What follows belongs to an exercise in optimizing a design on an open flow for small area; a production flow would make more cautious choices. In this exercise RTL edits were held to simulation tests only and were not proved equivalent to the original.

// nco
module nco (
	input  wire        clk_i,
	input  wire        rst_n,
	input  wire [31:0] acc_i,
	output wire [15:0] cos_o,
	output wire [15:0] sin_o
);
Size: roughly 2,800 cells after synthesis, ~430 flip-flops, about 66 I/O pins, roughly 26,000 µm² of cells after synthesis.
==> flow/config.mk <==
export PLATFORM = sky130hd
export DESIGN_NAME = nco
export DESIGN_NICKNAME = nco
export VERILOG_FILES = /design/flow/design.v
export SDC_FILE = /design/flow/constraint.sdc
export NUM_CORES = 4
export LEC_CHECK = 0
export CAP_MARGIN = 20
export CORE_MARGIN = 2
export CORE_UTILIZATION = 40
export CTS_BUF_LIST = sky130_fd_sc_hd__clkbuf_16
export CTS_CLUSTER_DIAMETER = 100
export CTS_CLUSTER_SIZE = 30
export SLEW_MARGIN = 20
==> flow/constraint.sdc <==
create_clock -name core_clock -period 5.0 [get_ports {clk_i}]
set_input_delay 1.0000 -clock core_clock [delete_from_list [all_inputs] [get_ports {clk_i}]]
set_output_delay 1.0000 -clock core_clock [all_outputs]
set_load 0.01 [all_outputs]
standard.sh (not shown) runs the stock make flow with config.mk's settings and CLKGATE_MAP_FILE= SYNTH_SCRIPT=/design/flow/synth_recipe.tcl, a recipe that flattens the netlist after the stock synthesis.
==> flow/flow/run.sh <==
#!/bin/bash
# The standard ORFS layout (standard.sh) with two changes passed as make variables:
#  - ports are buffered with sky130_fd_sc_hd__buf_1 (every input and output still gets a buffer)
#  - CTS does not insert dummy load cells
# The full output of the run is kept in standard.log; ORFS keeps its per-step logs under orfs/logs.
set -o pipefail
bash standard.sh \
  "BUFFER_PORTS_ARGS=-buffer_cell sky130_fd_sc_hd__buf_1" \
  "CTS_ARGS=-sink_clustering_enable -repair_clock_nets -sink_clustering_size 18 -sink_clustering_max_diameter 80 -buf_list sky130_fd_sc_hd__clkbuf_8 -dont_use_dummy_load" \
  finish > standard.log 2>&1
==> next run, changes <==
--- a/flow/flow/run.sh
+++ b/flow/flow/run.sh
@@ -3,4 +3,6 @@
 #  - ports are buffered with sky130_fd_sc_hd__buf_1 (every input and output still gets a buffer)
 #  - CTS does not insert dummy load cells
+#  - timing-driven global placement does not keep the resizer's buffers (GPL_KEEP_OVERFLOW=0)
+#  - the post-CTS and post-route timing repairs aim for 0.05 ns of setup slack
 # The full output of the run is kept in standard.log; ORFS keeps its per-step logs under orfs/logs.
 set -o pipefail
@@ -8,3 +10,5 @@
   "BUFFER_PORTS_ARGS=-buffer_cell sky130_fd_sc_hd__buf_1" \
   "CTS_ARGS=-sink_clustering_enable -repair_clock_nets -sink_clustering_size 18 -sink_clustering_max_diameter 80 -buf_list sky130_fd_sc_hd__clkbuf_8 -dont_use_dummy_load" \
+  "GPL_KEEP_OVERFLOW=0" \
+  "SETUP_SLACK_MARGIN=0.05" \
   finish > standard.log 2>&1
What happened: This time the run completed and failed the layout checks on setup timing. Fmax went down by about 4.7%. Worst hold slack degrades by 0.073 ns. Clock skew went up by 0.020 ns. Design area went down by about 1.2%. Utilization went down by 0.54 points. First-iteration DRC count went up by about 3.4%. Wire length went down by about 2.2%.
==> next run, changes <==
==> flow/flow/run.sh (replaced) <==
#!/bin/bash
# The standard ORFS layout (standard.sh) with two changes passed as make variables:
#  - ports are buffered with sky130_fd_sc_hd__buf_1 (every input and output still gets a buffer)
#  - CTS does not insert dummy load cells
# The full output of the run is kept in standard.log; ORFS keeps its per-step logs under orfs/logs.
set -o pipefail
bash standard.sh \
  "BUFFER_PORTS_ARGS=-buffer_cell sky130_fd_sc_hd__buf_1" \
  "CTS_ARGS=-sink_clustering_enable -repair_clock_nets -sink_clustering_size 30 -sink_clustering_max_diameter 100 -buf_list sky130_fd_sc_hd__clkbuf_16 -dont_use_dummy_load" \
  finish > standard.log 2>&1
What happened: This time the run went through all stages and came out clean. Cell area grows slightly. Clock skew shrinks by 0.024 ns. Wire length grows slightly. Via count grows slightly. Cell count grows by a few percent. Critical path depth shrinks by 3. Worst hold slack improved by 0.056 ns. Setup slack improved by 0.23 ns.
==> next run, changes <==
--- a/flow/flow/run.sh
+++ b/flow/flow/run.sh
@@ -3,4 +3,5 @@
 #  - ports are buffered with sky130_fd_sc_hd__buf_1 (every input and output still gets a buffer)
 #  - CTS does not insert dummy load cells
+#  - timing-driven global placement does not keep the resizer's buffers (GPL_KEEP_OVERFLOW=0)
 # The full output of the run is kept in standard.log; ORFS keeps its per-step logs under orfs/logs.
 set -o pipefail
@@ -8,3 +9,4 @@
   "BUFFER_PORTS_ARGS=-buffer_cell sky130_fd_sc_hd__buf_1" \
   "CTS_ARGS=-sink_clustering_enable -repair_clock_nets -sink_clustering_size 30 -sink_clustering_max_diameter 100 -buf_list sky130_fd_sc_hd__clkbuf_16 -dont_use_dummy_load" \
+  "GPL_KEEP_OVERFLOW=0" \
   finish > standard.log 2>&1
=> The changed run went through all stages and came out clean. Setup slack gets worse by 0.11 ns. Count of clock-buffer cells in the layout went down by 3. Area after synthesis stays the same. Wire length falls by 2.9%. Worst hold slack got worse by 0.020 ns. Die area is unchanged. Cell area goes down by 1.9%. Utilization goes down by 0.86 points. Via count shrinks by 1.8%.

* * *

== job 9262 ==
Another version of the RTL of nco (not shown whole).
Size: ~3100 cells after synthesis, about 66 I/O pins, roughly 28000 µm² of cells after synthesis.
export LEC_CHECK = 0
export CAP_MARGIN = 0
export CORE_MARGIN = 2
export CORE_UTILIZATION = 40
export CTS_BUF_LIST = sky130_fd_sc_hd__clkbuf_16
export CTS_CLUSTER_DIAMETER = 100
export CTS_CLUSTER_SIZE = 30
export SLEW_MARGIN = 0
create_clock -name core_clock -period 5.0 [get_ports {clk_i}]
run.sh (not shown) runs the stock make flow with config.mk's settings and CLKGATE_MAP_FILE= SYNTH_SCRIPT=/design/flow/synth_recipe.tcl, a recipe that flattens the netlist after the stock synthesis.
Stock flow here: none of the scripts above is used.
> inputs changed (job 9262 -> job 2380)
- putting GPL_TIMING_DRIVEN at 0 where nothing was set
- swapping 0 for 20 in CAP_MARGIN
- swapping 0 for 20 in SLEW_MARGIN
- swapping 40 for 65 in CORE_UTILIZATION
### Flow results
- The core of job 2380 is more densely filled than that of job 9262.
- Worst clock skew ended up 8.6 ps lower on job 2380 than on job 9262.
- Cmp job 9262 and job 2380 / time the worst path needs with I/O delays and setup / lower: job 9262
- In the metrics for job 9262 and job 2380, the one carrying the lower via count of the first global-routing pass is job 9262.
- Between job 2380 and job 9262, the accumulated negative setup slack figures differ only marginally.
- Diff job 9262 -> job 2380: cell area after placement lower, worst-margin pin slew fell by 24 ps.
- In job 2380 the implementation ran to completion but is not tape-out ready, as the final checks report setup timing.
## Diff of input files: job 8899 against job 2380
- a deleted GPL_TIMING_DRIVEN that had been 0
- a change of CORE_UTILIZATION from 65 to 60
Findings:
- Job 8899 reached the final stage; the timing, design-rule and antenna checks on its layout passed.
- When job 8899 is set beside job 2380, its first-pass GRT wire length turns out to be 9.7% smaller.
- Fraction of the cycle the final worst path needs ends up lower on job 8899.
- Relative to job 2380, multi-input combinational cell area has decreased by about 4% in job 8899.
- There was hardly any difference in register cell area after layout between job 2380 and job 8899.
- Later-pin clock latency in the skew report essentially unchanged between job 2380 and job 8899.
- Row worst path buffer plus inverter count: job 8899 lower / job 2380 higher
Inputs modified between job 8899 and job 6675:
- CORE_UTILIZATION changed from 60 to 40
For half-perimeter wire length of the detailed placement result, dividing the value from job 6675 by the value from job 8899 gives 0.936. Cell area | job 6675 vs job 8899 | job 6675 larger. Job 6675 gives more die extent in x than job 8899 did. ~same total clock sinks in job 6675 and job 8899. Setup slack is lower on job 6675. In job 6675 relative to job 8899, met3 routed wirelength had gone down by more than 10%. Final-layout clock buffer total for job 6675 is higher than for job 8899. Higher non-clock buffer count was reported by job 8899, not job 6675. Against job 8899 as the reference, job 6675 delivers a lower fmax.

* * *

## Q
nco, a different RTL version from the one above (not shown whole).
For scale: ~440 flip-flops, ~66 I/O pins, ~0.027 mm2 of cells after synthesis.
export LEC_CHECK = 0
export CAP_MARGIN = 20
export CORE_MARGIN = 2
export CORE_UTILIZATION = 40
export CTS_BUF_LIST = sky130_fd_sc_hd__clkbuf_16
export CTS_CLUSTER_DIAMETER = 100
export CTS_CLUSTER_SIZE = 30
export SLEW_MARGIN = 20
create_clock -name core_clock -period 5.0 [get_ports {clk_i}]
standard.sh (not shown) runs the stock make flow with config.mk's settings and CLKGATE_MAP_FILE= SYNTH_SCRIPT=/design/flow/synth_recipe.tcl, a recipe that flattens the netlist after the stock synthesis.
==> flow/flow/run.sh <==
#!/bin/bash
# The standard ORFS layout (standard.sh) with two changes passed as make variables:
#  - ports are buffered with sky130_fd_sc_hd__buf_1 (every input and output still gets a buffer)
#  - CTS does not insert dummy load cells
# The full output of the run is kept in standard.log; ORFS keeps its per-step logs under orfs/logs.
set -o pipefail
bash standard.sh \
  "BUFFER_PORTS_ARGS=-buffer_cell sky130_fd_sc_hd__buf_1" \
  "CTS_ARGS=-sink_clustering_enable -repair_clock_nets -sink_clustering_size 30 -sink_clustering_max_diameter 100 -buf_list sky130_fd_sc_hd__clkbuf_16 -dont_use_dummy_load" \
  finish > standard.log 2>&1
Input-level comparison between R and Q:
-- flow/flow/run.sh --
<<< Q, line 5
>>> R, line 5
#  - global placement is not timing-driven (timing is repaired by the later standard steps)
<<< Q, line 10
>>> R, line 11
  "GPL_TIMING_DRIVEN=0" \
[summary]
Against Q, R reports a number of fill cells in the layout that is higher. Going from Q to R, met2 routed wirelength went up by 7.2%, number of global-route vias before repair went up by 589, via count normalized by instance count went up by 0.095. Going from Q to R, count of buffer and inverter cells on the critical path +1; global-route usage +1.2 points; required time at the endpoint of the critical path -0.06 ns. Both conditions hold for Q: the flow ran to the end and the final layout passed the timing, design-rule and antenna checks. R completed end to end with timing, DRC and antenna clean. Summary — top achievable clock speed, R relative to Q: lower, by 2.9%. Q ended up with r15_y[13] as its critical path startpoint; R ended up with r11_d2. R vs. Q: sequential share of cell area stayed essentially flat.

-- afterwards: timing with drivers on the ports --
Ports are ideal in the flow. The routed layouts listed here were re-timed in OpenROAD.
Step 1, drivers: a clkbuf_16 drives clk_i and a buf_2 each remaining input, both assumed.
Step 2 times the ports against the registers' clock, not the clock port: input delays grow and output delays shrink by t, the midpoint of the rising clock arrivals with the driver on.
Three values: ideal, step 1, step 2; two values: the first two.
run | t (ns) | slack for setup (ns) | worst hold slack (ns) | worst setup path after step 2 | clock arrival spread, ns
the first run of note 1 | 0.643 | 0.200 / 0.200 / 0.200 | 0.302 / 0.302 / 0.302 | register to register | 0.072 / 0.073
the second run of note 1 | 0.641 | -0.037 / -0.037 / -0.037 | 0.230 / 0.191 / 0.307 | register to register | 0.084 / 0.084
the third run of note 1 | 0.613 | 0.189 / 0.189 / 0.189 | 0.286 / 0.286 / 0.286 | register to register | 0.076 / 0.077
the fourth run of note 1 | 0.607 | 0.081 / 0.081 / 0.081 | 0.266 / 0.228 / 0.301 | register to register | 0.035 / 0.036
job 9262 | 0.648 | 0.246 / 0.246 / 0.246 | 0.296 / 0.296 / 0.296 | register to register | 0.036 / 0.036
job 2380 | 0.623 | 0.000 / 0.000 / 0.000 | 0.320 / 0.320 / 0.320 | register to register | 0.023 / 0.023
job 8899 | 0.625 | 0.287 / 0.287 / 0.287 | 0.323 / 0.312 / 0.323 | register to register | 0.019 / 0.019
job 6675 | 0.648 | 0.248 / 0.248 / 0.248 | 0.295 / 0.295 / 0.295 | register to register | 0.036 / 0.036
Q | 0.619 | 0.343 / 0.343 / 0.343 | 0.275 / 0.275 / 0.275 | register to register | 0.059 / 0.060
R | 0.614 | 0.204 / 0.204 / 0.204 | 0.199 / 0.155 / 0.241 | register to register | 0.112 / 0.112
